This design comes from an exercise in tuning for small area, a short achievable clock period and few clock cycles per item on the open sky130 flow, not from production work.
Only simulation tests tie the RTL to the original design; equivalence was not proved.

== main ==
==> flow/design.v (excerpt) <==
module fe_mul51_core (
    input  wire         clk,
    input  wire         rst_n,
    input  wire         start,
    input  wire [319:0] a,
    input  wire [319:0] b,
    output reg          ready,
    output wire [319:0] out
);
  wire [254:0] av, bv;
  assign av[50:0] = a[50:0];
  assign bv[50:0] = b[50:0];
  assign av[101:51] = a[114:64];
  assign bv[101:51] = b[114:64];
  assign av[152:102] = a[178:128];
  assign bv[152:102] = b[178:128];
  assign av[203:153] = a[242:192];
  assign bv[203:153] = b[242:192];
  assign av[254:204] = a[306:256];
  assign bv[254:204] = b[306:256];
  reg [254:0] R;
  reg [254:0] Q;    
  assign out = {13'd0, Q[254:204], 13'd0, Q[203:153], 13'd0, Q[152:102], 13'd0, Q[101:51], 13'd0, Q[50:0]};
  reg busy;
  reg [3:0] cnt;
  reg [287:0] S, C;
  wire go   = start & ~busy;
  wire step = busy & (cnt <= 4'd8);
  wire cv   = busy & (cnt == 4'd9);
  always @(posedge clk or negedge rst_n) begin
    if (!rst_n) begin
      busy  <= 1'b0;
      cnt   <= 4'd0;
      ready <= 1'b0;
    end else begin
      ready <= cv;
      if (go) begin
        busy <= 1'b1;
        cnt  <= 4'd1;
      end else if (cv) begin
        busy <= 1'b0;
        cnt  <= 4'd0;
      end else if (busy) begin
        cnt  <= cnt + 4'd1;
      end
    end
  end
  reg [7:0] dsel;    
  always @(posedge clk or negedge rst_n) begin
    if (!rst_n) dsel <= 8'd128;
    else dsel <= go ? 8'd64 : ((busy & ~cv) ? (dsel >> 1) : 8'd128);
  end
  wire [31:0] dnext;
  assign dnext[0] = (dsel[0] & bv[0]) | (dsel[1] & bv[32]) | (dsel[2] & bv[64]) | (dsel[3] & bv[96]) | (dsel[4] & bv[128]) | (dsel[5] & bv[160]) | (dsel[6] & bv[192]) | (dsel[7] & bv[224]);
  assign dnext[1] = (dsel[0] & bv[1]) | (dsel[1] & bv[33]) | (dsel[2] & bv[65]) | (dsel[3] & bv[97]) | (dsel[4] & bv[129]) | (dsel[5] & bv[161]) | (dsel[6] & bv[193]) | (dsel[7] & bv[225]);
  ...
Size in the first run: ~22000 cells after synthesis, roughly 960 I/O pins, about 240000 sq um of cells after synthesis.
==> flow/config.mk <==
export PLATFORM = sky130hd
export DESIGN_NAME = fe_mul51_core
export DESIGN_NICKNAME = fe_mul51_core
export VERILOG_FILES = /design/flow/design.v
export SDC_FILE = /design/flow/constraint.sdc
export NUM_CORES = 8
export LEC_CHECK = 0
export CAP_MARGIN = 20
export CORE_MARGIN = 2
export CORE_UTILIZATION = 55
export CTS_CLUSTER_DIAMETER = 100
export CTS_CLUSTER_SIZE = 20
export PLACE_DENSITY = 0.65
export SLEW_MARGIN = 20
export SYNTH_HIERARCHICAL = 1
export SYNTH_MINIMUM_KEEP_SIZE = 0
==> flow/constraint.sdc <==
create_clock -name core_clock -period 21.0 [get_ports {clk}]
set_input_delay 4.2000 -clock core_clock [delete_from_list [all_inputs] [get_ports {clk}]]
set_output_delay 4.2000 -clock core_clock [all_outputs]
set_load 0.01 [all_outputs]
standard.sh (not shown) runs the stock make flow with config.mk's settings and CLKGATE_MAP_FILE= SYNTH_SCRIPT=/design/flow/synth_recipe.tcl, a recipe that flattens the netlist after the stock synthesis.
==> flow/flow/run.sh <==
#!/bin/bash
# Own flow: the standard layout (standard.sh: same synthesis, same SDC and
# clock period, same steps), with three optimisation settings changed:
#  - repair_timing keeps a setup slack margin of 15.5 ns, so that it optimises
#    towards a shorter period than the constraint;
#  - the port buffers that the flow inserts on every input and output are
#    sky130_fd_sc_hd__buf_2 instead of the delay cell buffer_ports picks by default;
#  - MATCH_CELL_FOOTPRINT=0 lets the resizer change a cell's size freely.
# Tool output goes to standard.log here and to ORFS's logs under orfs/logs.
set -euo pipefail
export SETUP_SLACK_MARGIN=15.5
export BUFFER_PORTS_ARGS="-buffer_cell sky130_fd_sc_hd__buf_2"
bash standard.sh MATCH_CELL_FOOTPRINT=0 finish > standard.log 2>&1
Testbench counts of main, summed over its fixed seeds: cycles 9,600, ops 960.
Input changes introduced in the feature branch (baseline for comparison: main):
- removing CTS_CLUSTER_DIAMETER (formerly 100)
- removing CTS_CLUSTER_SIZE (formerly 20)
Going from main to the feature branch, routed wire length grew slightly.
On final net count, the feature branch and main are basically level.
Delta (the feature branch minus main): share of the clock period used by the worst path dropped 0.22 points; via count of the first global-routing pass went up 0.46%.
| signal arrival time at the worst endpoint | lower: the feature branch |
The feature branch leaves more setup margin than main.
From main to the feature branch the numbers moved as follows: number of clock buffers in the layout increased by 67% relative to the old numbers, core utilization increased by 0.51 points relative to the old numbers.
main -> the feature branch: final total negative setup slack delta 0, exact match

-- static timing again, ports no longer ideal --
No port has a modelled driver above. Below, the same layouts with a new extraction and two added sets of constraints.
Step 1: set_driving_cell puts a clkbuf_16 on clk and a buf_2 on each other input, an assumption about the parent block.
Step 2 times the ports against the registers' clock, not the clock port: input delays grow and output delays shrink by t, the midpoint of the rising clock arrivals with the driver on.
Three values: no drivers, after step 1, after step 2; two values: the first two.
run	t, ns	setup WS [ns]	worst slew at a driven data input, ns
main	1.116	15.147 / 15.007 / 14.512	0.16
the feature branch	1.110	15.193 / 15.053 / 14.420	0.16
After both steps every run listed still meets setup and hold. The setup slack of the feature branch, which loses most, moves by -0.140 ns with the drivers and by -0.773 ns with both steps.
